Source: an optimization exercise on an open RTL-to-GDS flow (aim: small area and a short achievable clock period). Production flows keep margins and buffers that such runs may drop.
In this exercise RTL edits were held to simulation tests only and were not proved equivalent to the original.
Power and IR drop assume default switching activity.

oak:
## pow_5_pipe
module pow_5_pipe
(
    input             clock,
    input      [17:0] n,
    output reg [17:0] n_pow_5
);
For scale: about 550 cells after synthesis, roughly 110 flip-flops, ~37 I/O pins.
clock: 6.4 ns
lec_check: 0
cap_margin: 20
core_margin: 2
core_utilization: 40
cts_buf_list: sky130_fd_sc_hd__clkbuf_4 sky130_fd_sc_hd__clkbuf_8
cts_cluster_diameter: 60
cts_cluster_size: 40
place_density: 0.75
setup_slack_margin: 4.2
slew_margin: 20
standard.sh (not shown) runs the stock make flow with config.mk's settings and CLKGATE_MAP_FILE= SYNTH_SCRIPT=/design/flow/synth_recipe.tcl, a recipe that flattens the netlist after the stock synthesis.
==> flow/flow/run.sh <==
#!/bin/bash
set -o pipefail
export BUFFER_PORTS_ARGS="-buffer_cell sky130_fd_sc_hd__buf_1"
export RECOVER_POWER=100
export CTS_ARGS="-sink_clustering_enable -repair_clock_nets -dont_use_dummy_load -sink_clustering_size 40 -sink_clustering_max_diameter 60 -buf_list {sky130_fd_sc_hd__clkbuf_4 sky130_fd_sc_hd__clkbuf_8}"
bash standard.sh finish > standard.log 2>&1
oak: all stages done; final checks FAILED (capacitance limit, slew limit).
[inputs] pine vs oak
Settings: a change of SETUP_SLACK_MARGIN from 4.2 to 4.3.
==> flow/run.sh (new file) <==
#!/bin/bash
# synth_recipe.tcl (not shown) runs the flow's synth.tcl, then flattens the netlist and writes it again
# the make line also repeats each setting of config.mk as NAME=value (left out here)
make -C /OpenROAD-flow-scripts/flow DESIGN_CONFIG=/design/flow/config.mk WORK_HOME=/design/flow/orfs CLKGATE_MAP_FILE= SYNTH_SCRIPT=/design/flow/synth_recipe.tcl finish
removed: flow/flow/run.sh
removed: flow/standard.sh
==> comparison <==
pine: no failed stages, no open violations at the end. For pine, the last element of the critical path was t_3[16], unlike oak, where it was f_2_11. Number of pins with negative max-slew slack in the final report in pine is 178 lower than in oak. pine -> oak: final-stage net count flat. Compared with oak, pine shows combinational share of power lower by 0.4 points. Final weighted congestion of routability-driven global placement, oak and pine: lower on oak.
What birch does differently from pine at the input level:
Settings: a change of SETUP_SLACK_MARGIN from 4.3 to 4.25.
==> flow/flow/run.sh (new file) <==
#!/bin/bash
set -o pipefail
export BUFFER_PORTS_ARGS="-buffer_cell sky130_fd_sc_hd__buf_1"
export CTS_ARGS="-sink_clustering_enable -repair_clock_nets -dont_use_dummy_load -sink_clustering_size 40 -sink_clustering_max_diameter 60 -buf_list {sky130_fd_sc_hd__clkbuf_4 sky130_fd_sc_hd__clkbuf_8}"
bash standard.sh finish > standard.log 2>&1
==> flow/standard.sh (new file) <==
#!/bin/bash
# synth_recipe.tcl (not shown) runs the flow's synth.tcl, then flattens the netlist and writes it again
# the make line also repeats each setting of config.mk as NAME=value (left out here)
make -C /OpenROAD-flow-scripts/flow DESIGN_CONFIG=/design/flow/config.mk WORK_HOME=/design/flow/orfs CLKGATE_MAP_FILE= SYNTH_SCRIPT=/design/flow/synth_recipe.tcl "${@:-finish}"
removed: flow/run.sh
### Flow results
birch and pine ended up with nearly the same initial antenna violation count. Comparing pine against birch, there is no change at all in overall die area. On birch: clock-net power is 17% lower than what pine gave. met2 capacity usage during global routing ended up 0.25 points higher on birch than on pine. birch and pine ended up with nearly the same final cell count.
diff inputs: birch => maple
Settings: SETUP_SLACK_MARGIN now 4.2, was 4.25.
==> flow/flow/run.sh <==
#!/bin/bash
# The standard layout, with these changes to how the layout is made:
#  - synthesis skips Yosys's early "abc -fast" pass (synth -noabc), so that extract_fa
#    finds the carry-save adder tree as the RTL writes it; everything else in the
#    synthesis script is the standard flow's (including -nofsm -noshare, flatten and renaming)
#  - port buffers use sky130_fd_sc_hd__buf_1 (every input and output still gets its own buffer)
#  - clock tree synthesis does not add dummy load cells
set -o pipefail
export BUFFER_PORTS_ARGS="-buffer_cell sky130_fd_sc_hd__buf_1"
export CTS_ARGS="-sink_clustering_enable -repair_clock_nets -dont_use_dummy_load -sink_clustering_size 40 -sink_clustering_max_diameter 60 -buf_list {sky130_fd_sc_hd__clkbuf_4 sky130_fd_sc_hd__clkbuf_8}"
sed '1s/yosys synth -nofsm -noshare /yosys synth -nofsm -noshare -noabc /' synth_recipe.tcl > flow_synth.tcl
sed "s#SYNTH_SCRIPT=[^ ]*synth_recipe.tcl#SYNTH_SCRIPT=$PWD/flow_synth.tcl#" standard.sh > flow_standard.sh
grep -q -- "-noabc" flow_synth.tcl && grep -q "flow_synth.tcl" flow_standard.sh || { echo "could not set up synthesis script" > standard.log; exit 1; }
bash flow_standard.sh finish > standard.log 2>&1
### Flow results
Delta (maple minus birch): count of TritonRoute iterations in the first routing pass moved up; time the final worst path needs with I/O delays and setup moved up; routed wire length moved down; non-clock buffer count moved down; share of the clock period used by the worst path after layout moved up. Critical path launch point = t_3[23]: maple; critical path launch point = h_2[1]: birch.

Another version of the RTL of pow_5_pipe (not shown whole).
Size: ~570 cells after synthesis, ~110 flip-flops, about 37 I/O pins.
export LEC_CHECK = 0
export CAP_MARGIN = 20
export CORE_MARGIN = 2
export CORE_UTILIZATION = 40
export CTS_BUF_LIST = sky130_fd_sc_hd__clkbuf_4 sky130_fd_sc_hd__clkbuf_8
export CTS_CLUSTER_DIAMETER = 60
export CTS_CLUSTER_SIZE = 40
export SETUP_SLACK_MARGIN = 4.3
export SLEW_MARGIN = 20
create_clock -name core_clock -period 6.4 [get_ports {clock}]
run.sh (not shown) runs the stock make flow with config.mk's settings and CLKGATE_MAP_FILE= SYNTH_SCRIPT=/design/flow/synth_recipe.tcl, a recipe that flattens the netlist after the stock synthesis.
Stock flow here: none of the scripts above is used.
Then changed:
Settings changed: CTS_BUF_LIST sky130_fd_sc_hd__clkbuf_4 sky130_fd_sc_hd__clkbuf_8 to unset, CTS_CLUSTER_DIAMETER 60 to unset, CTS_CLUSTER_SIZE 40 to unset, SETUP_SLACK_MARGIN 4.3 to unset.
=>
- The new run finished with timing, DRC and antenna clean
- first-iteration DRC count is lower by about 13%
- utilization is lower by 0.19 points
- clock power is higher by 29%
- register-to-register slack loses 0.28 ns
- power is higher by about 7%
- synthesized cell count stays the same
Then changed:
Settings changed: CORE_UTILIZATION 40 to 60, CTS_BUF_LIST set to sky130_fd_sc_hd__clkbuf_4 sky130_fd_sc_hd__clkbuf_8, CTS_CLUSTER_DIAMETER set to 60, CTS_CLUSTER_SIZE set to 40, SETUP_SLACK_MARGIN set to 4.5.
Clock skew is lower by 0.0037 ns.
Clock power is lower by about 28%.
Cell area is higher by about 2%.

pow_5_pipe again, from the RTL that the note above started with.
export LEC_CHECK = 0
export CAP_MARGIN = 20
export CORE_MARGIN = 2
export CORE_UTILIZATION = 40
export SETUP_SLACK_MARGIN = 4.3
export SLEW_MARGIN = 20
create_clock -name core_clock -period 6.4 [get_ports {clock}]
Edit:
CTS_BUF_LIST = sky130_fd_sc_hd__clkbuf_8 sky130_fd_sc_hd__clkbuf_16   (was not set)
CTS_CLUSTER_DIAMETER = 300   (was not set)
CTS_CLUSTER_SIZE = 100   (was not set)
Outcome: Die area does not change. Routed wire length is higher by 0.90%. Power stays flat. Setup slack gets worse by 7.7 ps.

== run A ==
Another version of the RTL of pow_5_pipe (not shown whole).
Size: roughly 560 cells after synthesis, roughly 110 flip-flops, roughly 37 I/O pins, roughly 5400 sq um of cells after synthesis.
clock: 6.4 ns
lec_check: 0
cap_margin: 20
core_margin: 2
core_utilization: 40
cts_buf_list: sky130_fd_sc_hd__clkbuf_4 sky130_fd_sc_hd__clkbuf_8
cts_cluster_diameter: 60
cts_cluster_size: 40
place_density: 0.85
setup_slack_margin: 4.3
slew_margin: 20
Looking at the reports, run A completed the entire flow and the layout it produced met the timing, design-rule and antenna checks.
--- input diff run A..run B ---
Settings: SETUP_SLACK_MARGIN changed from 4.3 to 4.15; PLACE_DENSITY changed from 0.85 to 0.75.
Notes after the runs:
Run B was carried through to the last stage, and its layout satisfied the timing, design-rule and antenna checks. Run B -> run A: count of buffer and inverter cells on the critical path delta 0, exact match. As far as critical path depth goes, run A and run B are indistinguishable; the numbers are identical. Comparing power consumed by sequential cells for run A and run B, the bigger number came from run A. In run B, the number of global-route vias before repair came out 53 above the value in run A. Summary of run B over run A: pin slew with the least headroom to its limit lost 0.022 ns, half-perimeter wire length after placement picked up an extra 9.9%. Run B — post-route met1 wirelength about 20% higher, run A as reference. Run B against run A: worst setup slack fell 0.036 ns; post-layout total power rose about 3%. Looking only at number of clock buffers in the layout, and setting everything else aside, the lower value of run A and run B goes to run A. Run B improves on run A in worst max-slew margin expressed relative to the limit.
The inputs of run C differ from those of run B as listed below.
Settings: clearing PLACE_DENSITY, which used to be 0.75; swapping 4.15 for 4.3 in SETUP_SLACK_MARGIN.
Results
Summary of run C over run B: worst hold slack across all endpoints grew by 0.0058 ns, design area moved up, wire length of the first global-routing pass lost 0.74%.

## job 101
RTL: one of the versions met above, not the one the previous note started from.
Size in the first run: ~550 cells after synthesis, roughly 37 I/O pins, roughly 0.0054 mm^2 of cells after synthesis.
make LEC_CHECK=0 CAP_MARGIN=20 CORE_MARGIN=2 CORE_UTILIZATION=40 CTS_BUF_LIST='sky130_fd_sc_hd__clkbuf_4 sky130_fd_sc_hd__clkbuf_8' CTS_CLUSTER_DIAMETER=60 CTS_CLUSTER_SIZE=40 PLACE_DENSITY=0.75 SETUP_SLACK_MARGIN=4.4 SLEW_MARGIN=20 finish   # period 6.4 ns
Job 101: all stages complete, timing, DRC and antenna checks passed
Relative to job 101, the following input files were edited for job 102:
Settings: SETUP_SLACK_MARGIN now 4.25, was 4.4.
==> flow/flow/run.sh (new file) <==
#!/bin/bash
# The standard layout, with these changes to how the layout is made:
#  - synthesis skips Yosys's early "abc -fast" pass (synth -noabc), so that extract_fa
#    finds the carry-save adder tree as the RTL writes it; everything else in the
#    synthesis script is the standard flow's (including -nofsm -noshare, flatten and renaming)
#  - port buffers use sky130_fd_sc_hd__buf_1 (every input and output still gets its own buffer)
#  - clock tree synthesis does not add dummy load cells
set -o pipefail
export BUFFER_PORTS_ARGS="-buffer_cell sky130_fd_sc_hd__buf_1"
export CTS_ARGS="-sink_clustering_enable -repair_clock_nets -dont_use_dummy_load -sink_clustering_size 40 -sink_clustering_max_diameter 60 -buf_list {sky130_fd_sc_hd__clkbuf_4 sky130_fd_sc_hd__clkbuf_8}"
sed '1s/yosys synth -nofsm -noshare /yosys synth -nofsm -noshare -noabc /' synth_recipe.tcl > flow_synth.tcl
sed "s#SYNTH_SCRIPT=[^ ]*synth_recipe.tcl#SYNTH_SCRIPT=$PWD/flow_synth.tcl#" standard.sh > flow_standard.sh
grep -q -- "-noabc" flow_synth.tcl && grep -q "flow_synth.tcl" flow_standard.sh || { echo "could not set up synthesis script" > standard.log; exit 1; }
bash flow_standard.sh finish > standard.log 2>&1
==> flow/standard.sh (new file) <==
#!/bin/bash
# synth_recipe.tcl (not shown) runs the flow's synth.tcl, then flattens the netlist and writes it again
# the make line also repeats each setting of config.mk as NAME=value (left out here)
make -C /OpenROAD-flow-scripts/flow DESIGN_CONFIG=/design/flow/config.mk WORK_HOME=/design/flow/orfs CLKGATE_MAP_FILE= SYNTH_SCRIPT=/design/flow/synth_recipe.tcl "${@:-finish}"
removed: flow/run.sh
==> run summary <==
Comparing job 101 and job 102, the higher wire length on met3 is on job 101.
Job 102 has final instance area below what job 101 had.
Against job 101, job 102 reports a synthesized cell count that is lower.
Summary of the comparison: multi-input logic area is higher in job 102, relative to job 101.
The inputs of job 103 differ from those of job 102 as listed below.
Settings: swapping 4.25 for 4.2 in SETUP_SLACK_MARGIN.
==> flow/flow/run.sh <==
#!/bin/bash
set -o pipefail
export BUFFER_PORTS_ARGS="-buffer_cell sky130_fd_sc_hd__buf_1"
export CTS_ARGS="-sink_clustering_enable -repair_clock_nets -dont_use_dummy_load -sink_clustering_size 40 -sink_clustering_max_diameter 60 -buf_list {sky130_fd_sc_hd__clkbuf_4 sky130_fd_sc_hd__clkbuf_8}"
bash standard.sh finish > standard.log 2>&1
[summary]
Of job 103 and job 102, the higher number of cells traversed by the worst register-to-register path belongs to job 102. Of job 103 and job 102, the lower total routing resource utilization after global routing belongs to job 102. Final critical-path required period, job 103 and job 102, higher one = job 102. Job 102 consumes more power than job 103. The setup slack of job 103 is larger than that of job 102.

the reference run:
RTL: one of the versions met above, not the one the previous note started from.
For scale: roughly 560 cells after synthesis, ~37 I/O pins, roughly 5400 um2 of cells after synthesis.
clock: 6.4 ns
lec_check: 0
cap_margin: 20
core_margin: 2
core_utilization: 40
cts_buf_list: sky130_fd_sc_hd__clkbuf_4 sky130_fd_sc_hd__clkbuf_8
cts_cluster_diameter: 60
cts_cluster_size: 40
place_density: 0.75
setup_slack_margin: 4.3
slew_margin: 20
Stock flow here: none of the scripts above is used.
The reference run: full flow OK, the timing, design-rule and antenna checks passed
Inputs modified between the reference run and the trial run:
# the reference run
export LEC_CHECK = 0
export CAP_MARGIN = 20
export CORE_MARGIN = 2
export CORE_UTILIZATION = 40
export CTS_BUF_LIST = sky130_fd_sc_hd__clkbuf_4 sky130_fd_sc_hd__clkbuf_8
export CTS_CLUSTER_DIAMETER = 60
export CTS_CLUSTER_SIZE = 40
export PLACE_DENSITY = 0.75
export SETUP_SLACK_MARGIN = 4.3
export SLEW_MARGIN = 20
create_clock -name core_clock -period 6.4 [get_ports {clock}]
# the trial run
export LEC_CHECK = 0
export CAP_MARGIN = 20
export CORE_MARGIN = 2
export CORE_UTILIZATION = 40
export CTS_BUF_LIST = sky130_fd_sc_hd__clkbuf_4 sky130_fd_sc_hd__clkbuf_8
export CTS_CLUSTER_DIAMETER = 60
export CTS_CLUSTER_SIZE = 40
export PLACE_DENSITY = 0.75
export SETUP_SLACK_MARGIN = 4.2
export SLEW_MARGIN = 20
create_clock -name core_clock -period 6.4 [get_ports {clock}]
==> flow/flow/run.sh (new file) <==
#!/bin/bash
# The standard layout, with these changes to how the layout is made:
#  - synthesis skips Yosys's early "abc -fast" pass (synth -noabc), so that extract_fa
#    finds the carry-save adder tree as the RTL writes it; everything else in the
#    synthesis script is the standard flow's (including -nofsm -noshare, flatten and renaming)
#  - port buffers use sky130_fd_sc_hd__buf_1 (every input and output still gets its own buffer)
#  - clock tree synthesis does not add dummy load cells
set -o pipefail
export BUFFER_PORTS_ARGS="-buffer_cell sky130_fd_sc_hd__buf_1"
export CTS_ARGS="-sink_clustering_enable -repair_clock_nets -dont_use_dummy_load -sink_clustering_size 40 -sink_clustering_max_diameter 60 -buf_list {sky130_fd_sc_hd__clkbuf_4 sky130_fd_sc_hd__clkbuf_8}"
sed '1s/yosys synth -nofsm -noshare /yosys synth -nofsm -noshare -noabc /' synth_recipe.tcl > flow_synth.tcl
sed "s#SYNTH_SCRIPT=[^ ]*synth_recipe.tcl#SYNTH_SCRIPT=$PWD/flow_synth.tcl#" standard.sh > flow_standard.sh
grep -q -- "-noabc" flow_synth.tcl && grep -q "flow_synth.tcl" flow_standard.sh || { echo "could not set up synthesis script" > standard.log; exit 1; }
bash flow_standard.sh finish > standard.log 2>&1
==> flow/standard.sh (new file) <==
#!/bin/bash
# synth_recipe.tcl (not shown) runs the flow's synth.tcl, then flattens the netlist and writes it again
# the make line also repeats each setting of config.mk as NAME=value (left out here)
make -C /OpenROAD-flow-scripts/flow DESIGN_CONFIG=/design/flow/config.mk WORK_HOME=/design/flow/orfs CLKGATE_MAP_FILE= SYNTH_SCRIPT=/design/flow/synth_recipe.tcl "${@:-finish}"
removed: flow/run.sh
Results
- The trial run: done, clean on timing, DRC and antenna
- The trial run reports a lower part of the power in the clock network than the reference run does.
- The trial run — critical path depth 1 higher, the reference run as reference
- Relative to the reference run, tap cell instance count has decreased by 4 in the trial run.
- The trial run against the reference run: maximum fanout along the worst path fell by 4, slack of the critical path grew by 18 ps, fraction of area in multi-input gates went up by 3.4 points.
- The trial run gives less power consumption than the reference run did.
- The combinational power share of the trial run is lower than that of the reference run.

[what the ideal ports hide]
Ports are ideal in the flow. The routed layouts listed here were re-timed in OpenROAD.
Step 1 (the two cells are an assumption about what drives the block):
set clk [get_ports {clock}]
set_driving_cell -lib_cell sky130_fd_sc_hd__clkbuf_16 $clk
set_driving_cell -lib_cell sky130_fd_sc_hd__buf_2 [delete_from_list [all_inputs] $clk]
Step 2, shift: input delay + t, output delay - t, t = (earliest + latest rising clock arrival at the registers) / 2. This alone moves slack from input paths to output paths.
a / b / c = ideal / step 1 / step 2; a / b = the first two.
| run | shift t [ns] | setup WS [ns] | worst hold slack (ns) | worst register clock-pin slew, ns | worst data-port slew with drivers (ns) |
|---|---|---|---|---|---|
| oak | 0.409 | 2.824 / 2.824 / 2.824 | 0.311 / 0.311 / 0.311 | 0.09 / 0.09 | 0.03 |
| pine | 0.406 | 4.137 / 4.137 / 4.137 | 0.329 / 0.329 / 0.329 | 0.10 / 0.10 | 0.04 |
| birch | 0.404 | 4.222 / 4.222 / 4.222 | 0.305 / 0.305 / 0.305 | 0.09 / 0.09 | 0.03 |
| maple | 0.413 | 4.180 / 4.180 / 4.180 | 0.312 / 0.312 / 0.312 | 0.11 / 0.11 | 0.04 |
| the first run of note 2 | 0.467 | 4.175 / 4.175 / 4.175 | 0.325 / 0.325 / 0.325 | 0.07 / 0.07 | 0.03 |
| the second run of note 2 | 0.445 | 3.862 / 3.821 / 3.894 | 0.324 / 0.324 / 0.324 | 0.05 / 0.05 | 0.03 |
| the third run of note 2 | 0.454 | 4.182 / 4.182 / 4.182 | 0.315 / 0.315 / 0.315 | 0.07 / 0.07 | 0.04 |
| the first run of note 3 | 0.442 | 4.187 / 4.187 / 4.187 | 0.322 / 0.322 / 0.322 | 0.05 / 0.05 | 0.03 |
| the second run of note 3 | 0.445 | 4.179 / 4.179 / 4.179 | 0.322 / 0.322 / 0.322 | 0.06 / 0.06 | 0.03 |
| run A | 0.408 | 4.144 / 4.144 / 4.144 | 0.331 / 0.331 / 0.331 | 0.10 / 0.10 | 0.03 |
| run B | 0.410 | 4.108 / 4.108 / 4.108 | 0.327 / 0.327 / 0.327 | 0.12 / 0.12 | 0.04 |
| run C | 0.425 | 4.169 / 4.169 / 4.169 | 0.333 / 0.333 / 0.333 | 0.12 / 0.12 | 0.04 |
| job 101 | 0.404 | 4.204 / 4.204 / 4.204 | 0.329 / 0.329 / 0.329 | 0.10 / 0.10 | 0.03 |
| job 102 | 0.400 | 4.173 / 4.173 / 4.173 | 0.323 / 0.323 / 0.323 | 0.09 / 0.09 | 0.03 |
| job 103 | 0.409 | 4.181 / 4.181 / 4.181 | 0.311 / 0.311 / 0.311 | 0.09 / 0.09 | 0.03 |
| the reference run | 0.410 | 4.176 / 4.176 / 4.176 | 0.330 / 0.330 / 0.330 | 0.10 / 0.10 | 0.03 |
| the trial run | 0.408 | 4.194 / 4.194 / 4.194 | 0.306 / 0.306 / 0.306 | 0.10 / 0.10 | 0.03 |
